This is an optimization exercise on Yosys and OpenROAD, whose aim is small area, a short achievable clock period and few clock cycles, not a production implementation.
RTL that was checked went through simulation tests only; none was proved equivalent to the original.

== job 6342 ==
==> flow/design.v <==
package calc_pkg;
    typedef struct packed {
        logic on;
        logic off;
        logic mem_rc;
        logic mem_sub;
        logic mem_add;
        logic op_percent;
        logic op_sqrt;
        logic op_div;
        logic op_mul;
        logic op_sub;
        logic op_add;
        logic op_eq;
        logic dot;
        logic num_1;
        logic num_2;
        logic num_3;
        logic num_4;
        logic num_5;
        logic num_6;
        logic num_7;
        logic num_8;
        logic num_9;
        logic num_0;
    } buttons_t;
    typedef enum logic [4:0] {
        B_NONE,          
        B_ON,            
        B_OFF,           
        B_MEM_RC,        
        B_MEM_SUB,       
        B_MEM_ADD,       
        B_OP_PERCENT,    
        B_OP_SQRT,       
        B_OP_DIV,        
        B_OP_MUL,        
        B_OP_SUB,        
        B_OP_ADD,        
        B_OP_EQ,         
        B_DOT,           
        B_NUM_1,         
        B_NUM_2,         
        B_NUM_3,         
        B_NUM_4,         
        B_NUM_5,         
        B_NUM_6,         
        B_NUM_7,         
        B_NUM_8,         
        B_NUM_9,         
        B_NUM_0,         
        B_UNKNOWN        
    } active_button_t;
    function automatic logic isNumberButton(active_button_t active_button);
        isNumberButton = ((active_button >= calc_pkg::B_NUM_1) && (active_button <= calc_pkg::B_NUM_0));
    endfunction
    function automatic logic isOpButton(active_button_t active_button);
        isOpButton = ((active_button >= calc_pkg::B_OP_DIV) && (active_button <= calc_pkg::B_OP_ADD));
    endfunction
    function automatic logic isEqButton(active_button_t active_button);
        isEqButton = (active_button == calc_pkg::B_OP_EQ);
    endfunction
    function automatic logic isDotButton(active_button_t active_button);
        isDotButton = (active_button == calc_pkg::B_DOT);
    endfunction
    typedef logic [3:0] bcd_t;
    function automatic logic [6:0] bcd2segments(bcd_t bcd);
        unique case (bcd)
            4'd0: bcd2segments = 7'b1111110;
            4'd1: bcd2segments = 7'b0110000;
            4'd2: bcd2segments = 7'b1101101;
            4'd3: bcd2segments = 7'b1111001;
            4'd4: bcd2segments = 7'b0110011;
            4'd5: bcd2segments = 7'b1011011;
            4'd6: bcd2segments = 7'b1011111;
            4'd7: bcd2segments = 7'b1110000;
            4'd8: bcd2segments = 7'b1111111;
            4'd9: bcd2segments = 7'b1111011;
            default: bcd2segments = 7'bxxxxxxx;
        endcase
    endfunction
    typedef enum logic [1:0] {
        OP_NONE,
        OP_ADD,
        OP_MUL,
        OP_DIV
    } op_t;
    function automatic op_t button2op(active_button_t active_button);
        unique case (active_button)
            calc_pkg::B_OP_DIV: button2op = calc_pkg::OP_DIV;
            calc_pkg::B_OP_MUL: button2op = calc_pkg::OP_MUL;
            calc_pkg::B_OP_SUB: button2op = calc_pkg::OP_ADD;
            calc_pkg::B_OP_ADD: button2op = calc_pkg::OP_ADD;
            default: button2op = calc_pkg::OP_NONE;
        endcase
    endfunction
    function automatic bcd_t button2bcd(active_button_t active_button);
        unique case (active_button)
            calc_pkg::B_NUM_1: button2bcd = 1;
            calc_pkg::B_NUM_2: button2bcd = 2;
            calc_pkg::B_NUM_3: button2bcd = 3;
            calc_pkg::B_NUM_4: button2bcd = 4;
            calc_pkg::B_NUM_5: button2bcd = 5;
            calc_pkg::B_NUM_6: button2bcd = 6;
            calc_pkg::B_NUM_7: button2bcd = 7;
            calc_pkg::B_NUM_8: button2bcd = 8;
            calc_pkg::B_NUM_9: button2bcd = 9;
            calc_pkg::B_NUM_0: button2bcd = 0;
            default: button2bcd = 0;
        endcase
    endfunction
    parameter NumDigits = 8;
    typedef logic unsigned [$clog2(NumDigits)-1:0] exponent_t;
    typedef struct packed {
        logic error;
        logic sign;
        exponent_t exponent;
        bcd_t [NumDigits-1:0] significand;
    } num_t;
    function automatic num_t neg(num_t num);
        neg = num;
        neg.sign = !num.sign;
    endfunction
endpackage
module alu_add (
    input   logic           clk_i,
    input   logic           rst_i,
    input   logic [36:0]    left_i,      
    input   logic [36:0]    right_i,     
    output  logic           in_ready_o,
    input   logic           in_valid_i,
    output  logic [36:0]    result_o,    
    input   logic           out_ready_i,
    output  logic           out_valid_o
);
function automatic logic [3:0] c9(input logic [3:0] y, input logic en);
    c9 = {en ? ~(y[3] | y[2] | y[1]) : y[3], y[2] ^ (en & y[1]), y[1], y[0] ^ en};
endfunction
function automatic logic [3:0] dinc(input logic [3:0] r, input logic c);
    dinc = c ? {(r[3] & ~r[0]) | (r[2] & r[1] & r[0]), r[2] ^ (r[1] & r[0]), (r[1] ^ r[0]) & ~r[3], ~r[0]} : r;
endfunction
logic v1_q, v2_q, en1, en2;
assign en2         = !v2_q || out_ready_i;
assign en1         = !v1_q || en2;
assign in_ready_o  = en1;
assign out_valid_o = v2_q;
always_ff @(posedge clk_i) begin
    if (rst_i) begin
        v1_q <= 1'b0;
        v2_q <= 1'b0;
    end else begin
        if (en1) v1_q <= in_valid_i;
        if (en2) v2_q <= v1_q;
    end
end
logic [31:0] sa, sb, xa, xb;
logic [2:0]  ea, eb, er, dab, dba, sha, shb;
logic        ga, gb, a_lt, sub;
assign sa = left_i[31:0];
assign sb = right_i[31:0];
assign ea = left_i[34:32];
assign eb = right_i[34:32];
assign ga = left_i[35];
assign gb = right_i[35];
assign a_lt = (ea < eb);
assign dab  = ea - eb;
assign dba  = eb - ea;
assign sha  = a_lt ? dba : 3'd0;
assign shb  = a_lt ? 3'd0 : dab;
assign er   = a_lt ? eb : ea;
assign sub  = ga ^ gb;
assign xa   = sa >> {sha, 2'b00};
assign xb   = sb >> {shb, 2'b00};
logic [4:0] z  [8];
logic [3:0] xk [8];
logic [3:0] xh [8];
logic [4:0] xc [8];
always_comb begin
    for (int i = 0; i < 8; i++) begin
        xk[i] = xa[4*i +: 4] & c9(xb[4*i +: 4], sub);
        xh[i] = xa[4*i +: 4] ^ c9(xb[4*i +: 4], sub);
        xc[i][0] = 1'b0;
        xc[i][1] = xk[i][0];
        xc[i][2] = xk[i][1] | (xh[i][1] & xk[i][0]);
        xc[i][3] = xk[i][2] | (xh[i][2] & xk[i][1]) | (xh[i][2] & xh[i][1] & xk[i][0]);
        xc[i][4] = xk[i][3] | (xh[i][3] & xk[i][2]) | (xh[i][3] & xh[i][2] & xk[i][1])
                 | (xh[i][3] & xh[i][2] & xh[i][1] & xk[i][0]);
        z[i] = {xc[i][4], xh[i] ^ xc[i][3:0]};
    end
end
logic [4:0] z_q [8];
logic [2:0] er_q;
logic       sub_q, ga_q, gb_q;
always_ff @(posedge clk_i) begin
    if (en1) begin
        for (int i = 0; i < 8; i++) z_q[i] <= z[i];
        er_q   <= er;
        sub_q  <= sub;
        ga_q   <= ga;
        gb_q   <= gb;
    end
end
logic [3:0] r0 [8];
logic [7:0] g, p;
always_comb begin
    for (int i = 0; i < 8; i++) begin
        g[i] = z_q[i][4] | (z_q[i][3] & (z_q[i][2] | z_q[i][1]));
        p[i] = ~z_q[i][4] & z_q[i][3] & ~z_q[i][2] & ~z_q[i][1] & z_q[i][0];
        r0[i] = g[i] ? {z_q[i][3] ^ (z_q[i][2] | z_q[i][1]), ~(z_q[i][2] ^ z_q[i][1]), ~z_q[i][1], z_q[i][0]}
                     : z_q[i][3:0];
    end
end
logic [8:0] c0, c1;
logic [7:0] gg [4];
logic [7:0] pp [4];
always_comb begin
    gg[0] = g; pp[0] = p;
    for (int l = 0; l < 3; l++) begin
        for (int i = 0; i < 8; i++) begin
            if (i >= (1 << l)) begin
                gg[l+1][i] = gg[l][i] | (pp[l][i] & gg[l][i - (1 << l)]);
                pp[l+1][i] = pp[l][i] & pp[l][i - (1 << l)];
            end else begin
                gg[l+1][i] = gg[l][i];
                pp[l+1][i] = pp[l][i];
            end
        end
    end
    c0[0] = 1'b0;
    c1[0] = 1'b1;
    for (int i = 0; i < 8; i++) begin
        c0[i+1] = gg[3][i];
        c1[i+1] = gg[3][i] | pp[3][i];
    end
end
logic        cy, inc, neg, shr;
logic [31:0] s;
assign cy  = c0[8];
assign inc = sub_q & cy;
assign neg = sub_q & ~cy;
assign shr = ~sub_q & cy;
logic [4:0] u [8];
always_comb
    for (int i = 0; i < 8; i++) begin
        u[i] = z_q[i] + 5'(c0[i] | (inc & c1[i]));
        s[4*i +: 4] = (u[i] >= 5'd10) ? 4'(u[i] - 5'd10) : u[i][3:0];
    end
logic [7:0]  zd;         
logic [7:0]  lzt;        
logic [8:1]  kt;         
logic [2:0]  k;
logic [31:0] h4, h2, h1, m;
logic [3:0]  fill;
assign fill = {neg, 2'b00, neg};
always_comb begin
    for (int i = 0; i < 8; i++)
        zd[i] = (s[4*i +: 4] == fill);
    lzt[0] = 1'b1;
    for (int j = 1; j <= 7; j++) begin
        lzt[j] = lzt[j-1] & zd[8-j];
        kt[j] = lzt[j] && (er_q >= 3'(j));
    end
    kt[8] = 1'b0;
    k[2] = kt[4];
    k[1] = kt[6] | (kt[2] & ~kt[4]);
    k[0] = kt[7] | (kt[5] & ~kt[6]) | (kt[3] & ~kt[4]) | (kt[1] & ~kt[2]);
    h4 = k[2] ? {s[15:0], {4{fill}}} : s;
    h2 = k[1] ? {h4[23:0], {2{fill}}} : h4;
    h1 = k[0] ? {h2[27:0], fill} : h2;
    for (int i = 0; i < 8; i++)
        m[4*i +: 4] = c9(h1[4*i +: 4], neg);
end
logic [36:0] res;
assign res = shr ? {er_q == 3'd7, ga_q, er_q + 3'd1, 4'd1, s[31:4]}
                 : {1'b0, (neg ? gb_q : ga_q) & ~(&zd), er_q - k, m};
logic [36:0] r2_q;
always_ff @(posedge clk_i)
    if (en2) r2_q <= res;
assign result_o = r2_q;
endmodule
Settings: LEC_CHECK=0, ABC_AREA=1, CAP_MARGIN=20, CORE_MARGIN=2, CORE_UTILIZATION=40, SETUP_SLACK_MARGIN=5, SLEW_MARGIN=20; clock period 10.0 ns.
standard.sh (not shown) runs the stock make flow with config.mk's settings and CLKGATE_MAP_FILE= SYNTH_SCRIPT=/design/flow/synth_recipe.tcl, a recipe that flattens the netlist after the stock synthesis.
==> flow/flow/run.sh <==
#!/bin/bash
# Standard ORFS layout, with ports buffered by buf_1 cells instead of clkdlybuf4s50_1.
set -euo pipefail
bash standard.sh 'BUFFER_PORTS_ARGS=-buffer_cell sky130_fd_sc_hd__buf_1' finish > standard.log 2>&1
--- input diff job 6342..job 7609 ---
--- a/flow/design.v
+++ b/flow/design.v
@@ -237,16 +237,13 @@
 logic [31:0] s;
 assign cy  = c0[8];
 assign inc = sub_q & cy;
 assign neg = sub_q & ~cy;
 assign shr = ~sub_q & cy;
-logic [4:0] u [8];
 always_comb
-    for (int i = 0; i < 8; i++) begin
-        u[i] = z_q[i] + 5'(c0[i] | (inc & c1[i]));
-        s[4*i +: 4] = (u[i] >= 5'd10) ? 4'(u[i] - 5'd10) : u[i][3:0];
-    end
+    for (int i = 0; i < 8; i++)
+        s[4*i +: 4] = dinc(r0[i], c0[i] | (inc & c1[i]));
 logic [7:0]  zd;         
 logic [7:0]  lzt;        
 logic [8:1]  kt;         
 logic [2:0]  k;
 logic [31:0] h4, h2, h1, m;
### Flow results
A type of the worst setup path of in -> reg is what job 7609 shows, while reg -> reg belongs to job 6342. A highest-delay cell along the critical path of sky130_fd_sc_hd__edfxtp_1 is what job 6342 shows, while sky130_fd_sc_hd__ha_1 belongs to job 7609. Per the comparison of job 7609 with job 6342, clock-buffer cell count now sits higher, finished layout cell area moved down. Job 6342 has a higher aggregate global-route resource usage than job 7609. Register-to-register slack was lower in the run labelled job 6342. Buffering overhead | job 7609 below job 6342. Summary of job 7609 over job 6342: area growth from synthesis to final layout saw a decrease.
Testbench counts of job 7609, summed over its fixed seeds: cycles 3,216.
For job 6342, only the layout was checked, not whether the RTL still works.

========
alu_add, a different RTL version from the one above (not shown whole).
Size in the first run: about 1500 cells after synthesis, ~85 flip-flops, roughly 120 I/O pins, about 10000 µm² of cells after synthesis.
==> module alu_add, before the edit <==
module alu_add (
    input   logic           clk_i,
    input   logic           rst_i,
    input   logic [36:0]    left_i,      
    input   logic [36:0]    right_i,     
    output  logic           in_ready_o,
    input   logic           in_valid_i,
    output  logic [36:0]    result_o,    
    input   logic           out_ready_i,
    output  logic           out_valid_o
);
function automatic logic [3:0] c9(input logic [3:0] y, input logic en);
    c9 = {en ? ~(y[3] | y[2] | y[1]) : y[3], y[2] ^ (en & y[1]), y[1], y[0] ^ en};
endfunction
function automatic logic [3:0] dinc(input logic [3:0] r, input logic c);
    dinc = c ? {(r[3] & ~r[0]) | (r[2] & r[1] & r[0]), r[2] ^ (r[1] & r[0]), (r[1] ^ r[0]) & ~r[3], ~r[0]} : r;
endfunction
logic v1_q, v2_q, en1, en2;
assign en2         = !v2_q || out_ready_i;
assign en1         = !v1_q || en2;
assign in_ready_o  = en1;
assign out_valid_o = v2_q;
logic ld1, ld2;
assign ld1 = en1 && in_valid_i;
assign ld2 = en2 && v1_q;
always_ff @(posedge clk_i) begin
    if (rst_i) begin
        v1_q <= 1'b0;
        v2_q <= 1'b0;
    end else begin
        if (en1) v1_q <= in_valid_i;
        if (en2) v2_q <= v1_q;
    end
end
logic [31:0] sa, sb, xa, yb, xb;
logic [2:0]  ea, eb, er, dab, dba, sha, shb;
logic        ga, gb, a_lt, sub;
assign sa = left_i[31:0];
assign sb = right_i[31:0];
assign ea = left_i[34:32];
assign eb = right_i[34:32];
assign ga = left_i[35];
assign gb = right_i[35];
assign a_lt = (ea < eb);
assign dab  = ea - eb;
assign dba  = eb - ea;
assign sha  = a_lt ? dba : 3'd0;
assign shb  = a_lt ? 3'd0 : dab;
assign er   = a_lt ? eb : ea;
assign sub  = ga ^ gb;
assign xa   = sa >> {sha, 2'b00};
always_comb
    for (int i = 0; i < 8; i++)
        yb[4*i +: 4] = c9(sb[4*i +: 4], sub);
always_comb begin
    logic [31:0] t4, t2;
    logic [3:0]  f;
    f  = {sub, 2'b00, sub};
    t4 = shb[2] ? {{4{f}}, yb[31:16]} : yb;
    t2 = shb[1] ? {{2{f}}, t4[31:8]} : t4;
    xb = shb[0] ? {f, t2[31:4]} : t2;
end
logic [4:0] z  [8];
logic [3:0] xk [8];
logic [3:0] xh [8];
logic [4:0] xc [8];
always_comb begin
    for (int i = 0; i < 8; i++) begin
        xk[i] = xa[4*i +: 4] & xb[4*i +: 4];
        xh[i] = xa[4*i +: 4] ^ xb[4*i +: 4];
        xc[i][0] = 1'b0;
        xc[i][1] = xk[i][0];
        xc[i][2] = xk[i][1] | (xh[i][1] & xk[i][0]);
        xc[i][3] = xk[i][2] | (xh[i][2] & xk[i][1]) | (xh[i][2] & xh[i][1] & xk[i][0]);
        xc[i][4] = xk[i][3] | (xh[i][3] & xk[i][2]) | (xh[i][3] & xh[i][2] & xk[i][1])
                 | (xh[i][3] & xh[i][2] & xh[i][1] & xk[i][0]);
        z[i] = {xc[i][4], xh[i] ^ xc[i][3:0]};
    end
end
logic [4:0] z_q [8];
logic [2:0] er_q;
logic       sub_q, ga_q, gb_q;
always_ff @(posedge clk_i) begin
    if (ld1) begin
        for (int i = 0; i < 8; i++) z_q[i] <= z[i];
        er_q   <= er;
        sub_q  <= sub;
        ga_q   <= ga;
        gb_q   <= gb;
    end
end
logic [3:0] r0 [8];
logic [7:0] g, p;
always_comb begin
    for (int i = 0; i < 8; i++) begin
        g[i] = z_q[i][4] | (z_q[i][3] & (z_q[i][2] | z_q[i][1]));
        p[i] = ~z_q[i][4] & z_q[i][3] & ~z_q[i][2] & ~z_q[i][1] & z_q[i][0];
        r0[i] = g[i] ? {z_q[i][3] ^ (z_q[i][2] | z_q[i][1]), ~(z_q[i][2] ^ z_q[i][1]), ~z_q[i][1], z_q[i][0]}
                     : z_q[i][3:0];
    end
end
logic [8:0] c0, c1;
logic [7:0] gg [4];
logic [7:0] pp [4];
always_comb begin
    gg[0] = g; pp[0] = p;
    for (int l = 0; l < 3; l++) begin
        for (int i = 0; i < 8; i++) begin
            if (i >= (1 << l)) begin
                gg[l+1][i] = gg[l][i] | (pp[l][i] & gg[l][i - (1 << l)]);
                pp[l+1][i] = pp[l][i] & pp[l][i - (1 << l)];
            end else begin
                gg[l+1][i] = gg[l][i];
                pp[l+1][i] = pp[l][i];
            end
        end
    end
    c0[0] = 1'b0;
    c1[0] = 1'b1;
    for (int i = 0; i < 8; i++) begin
        c0[i+1] = gg[3][i];
        c1[i+1] = gg[3][i] | pp[3][i];
    end
end
logic        cy, inc, neg, shr;
logic [31:0] s;
assign cy  = c0[8];
assign inc = sub_q & cy;
assign neg = sub_q & ~cy;
assign shr = ~sub_q & cy;
always_comb
    for (int i = 0; i < 8; i++)
        s[4*i +: 4] = dinc(r0[i], c0[i] | (inc & c1[i]));
logic [7:0]  zd;         
logic [7:0]  lzt;        
logic [8:1]  kt;         
logic [2:0]  k;
logic [31:0] m, h4, h2, h1;
always_comb begin
    for (int i = 0; i < 8; i++) begin
        m[4*i +: 4] = c9(s[4*i +: 4], neg);
        zd[i] = (s[4*i +: 4] == {neg, 2'b00, neg});
    end
    lzt[0] = 1'b1;
    for (int j = 1; j <= 7; j++) begin
        lzt[j] = lzt[j-1] & zd[8-j];
        kt[j] = lzt[j] && (er_q >= 3'(j));
    end
    kt[8] = 1'b0;
    k[2] = kt[4];
    k[1] = kt[6] | (kt[2] & ~kt[4]);
    k[0] = kt[7] | (kt[5] & ~kt[6]) | (kt[3] & ~kt[4]) | (kt[1] & ~kt[2]);
    h4 = k[2] ? {m[15:0], 16'd0} : m;
    h2 = k[1] ? {h4[23:0], 8'd0} : h4;
    h1 = k[0] ? {h2[27:0], 4'd0} : h2;
end
logic [36:0] res;
assign res = shr ? {er_q == 3'd7, ga_q, er_q + 3'd1, 4'd1, s[31:4]}
                 : {1'b0, (neg ? gb_q : ga_q) & ~(&zd), er_q - k, h1};
logic [36:0] r2_q;
always_ff @(posedge clk_i)
    if (ld2) r2_q <= res;
assign result_o = r2_q;
endmodule
export LEC_CHECK = 0
export ABC_AREA = 1
export CAP_MARGIN = 0
export CORE_MARGIN = 2
export CORE_UTILIZATION = 40
export SETUP_SLACK_MARGIN = 5
export SLEW_MARGIN = 0
create_clock -name core_clock -period 10.0 [get_ports {clk_i}]
Scripts as last shown in full above: flow/flow/run.sh
Testbench counts at the start, summed over its fixed seeds: cycles 3,216.
Next try:
--- a/flow/design.v
+++ b/flow/design.v
@@ -154,11 +154,11 @@
     end else begin
         if (en1) v1_q <= in_valid_i;
         if (en2) v2_q <= v1_q;
     end
 end
-logic [31:0] sa, sb, xa, yb, xb;
+logic [31:0] sa, sb, xa, xb;
 logic [2:0]  ea, eb, er, dab, dba, sha, shb;
 logic        ga, gb, a_lt, sub;
 assign sa = left_i[31:0];
 assign sb = right_i[31:0];
 assign ea = left_i[34:32];
@@ -171,29 +171,19 @@
 assign sha  = a_lt ? dba : 3'd0;
 assign shb  = a_lt ? 3'd0 : dab;
 assign er   = a_lt ? eb : ea;
 assign sub  = ga ^ gb;
 assign xa   = sa >> {sha, 2'b00};
-always_comb
-    for (int i = 0; i < 8; i++)
-        yb[4*i +: 4] = c9(sb[4*i +: 4], sub);
-always_comb begin
-    logic [31:0] t4, t2;
-    logic [3:0]  f;
-    f  = {sub, 2'b00, sub};
-    t4 = shb[2] ? {{4{f}}, yb[31:16]} : yb;
-    t2 = shb[1] ? {{2{f}}, t4[31:8]} : t4;
-    xb = shb[0] ? {f, t2[31:4]} : t2;
-end
+assign xb   = sb >> {shb, 2'b00};
 logic [4:0] z  [8];
 logic [3:0] xk [8];
 logic [3:0] xh [8];
 logic [4:0] xc [8];
 always_comb begin
     for (int i = 0; i < 8; i++) begin
-        xk[i] = xa[4*i +: 4] & xb[4*i +: 4];
-        xh[i] = xa[4*i +: 4] ^ xb[4*i +: 4];
+        xk[i] = xa[4*i +: 4] & c9(xb[4*i +: 4], sub);
+        xh[i] = xa[4*i +: 4] ^ c9(xb[4*i +: 4], sub);
         xc[i][0] = 1'b0;
         xc[i][1] = xk[i][0];
         xc[i][2] = xk[i][1] | (xh[i][1] & xk[i][0]);
         xc[i][3] = xk[i][2] | (xh[i][2] & xk[i][1]) | (xh[i][2] & xh[i][1] & xk[i][0]);
         xc[i][4] = xk[i][3] | (xh[i][3] & xk[i][2]) | (xh[i][3] & xh[i][2] & xk[i][1])
=>
- The changed run ran to the end with no violations
- synthesized area came out lower by 0.72%
- non-clock buffer count came out higher by 8
- via count goes up by 1.1%
- final cell count rises by 0.36%
- wire length decreases by 1.0%
- fmax came out lower by 0.72%
Only the layout flow was run in the second run of this note; the RTL was not checked for function there.

afterwards: timing with drivers on the ports:
No port has a modelled driver above. Below, the same layouts with a new extraction and two added sets of constraints.
Step 1: set_driving_cell puts a clkbuf_16 on clk_i and a buf_2 on each other input, an assumption about the parent block.
Step 2, shift: input delay + t, output delay - t, t = (earliest + latest rising clock arrival at the registers) / 2. This alone moves slack from input paths to output paths.
Three values: no drivers, after step 1, after step 2; two values: the first two.
| run | t, ns | setup slack, ns | latest minus earliest clock arrival (ns) | cell pins on the clock port's net |
|---|---|---|---|---|
| job 6342 | 0.400 | 4.302 / 4.302 / 4.302 | 0.008 / 0.008 | 1 |
| job 7609 | 0.390 | 5.145 / 5.141 / 4.772 | 0.009 / 0.008 | 1 |
| the first run of note 2 | 0.392 | 5.207 / 5.235 / 4.843 | 0.010 / 0.010 | 1 |
| the second run of note 2 | 0.394 | 5.173 / 5.199 / 4.805 | 0.009 / 0.008 | 1 |
After both steps every run listed still meets setup and hold. The setup slack of job 7609, which loses most, moves by -0.004 ns with the drivers and by -0.373 ns with both steps.
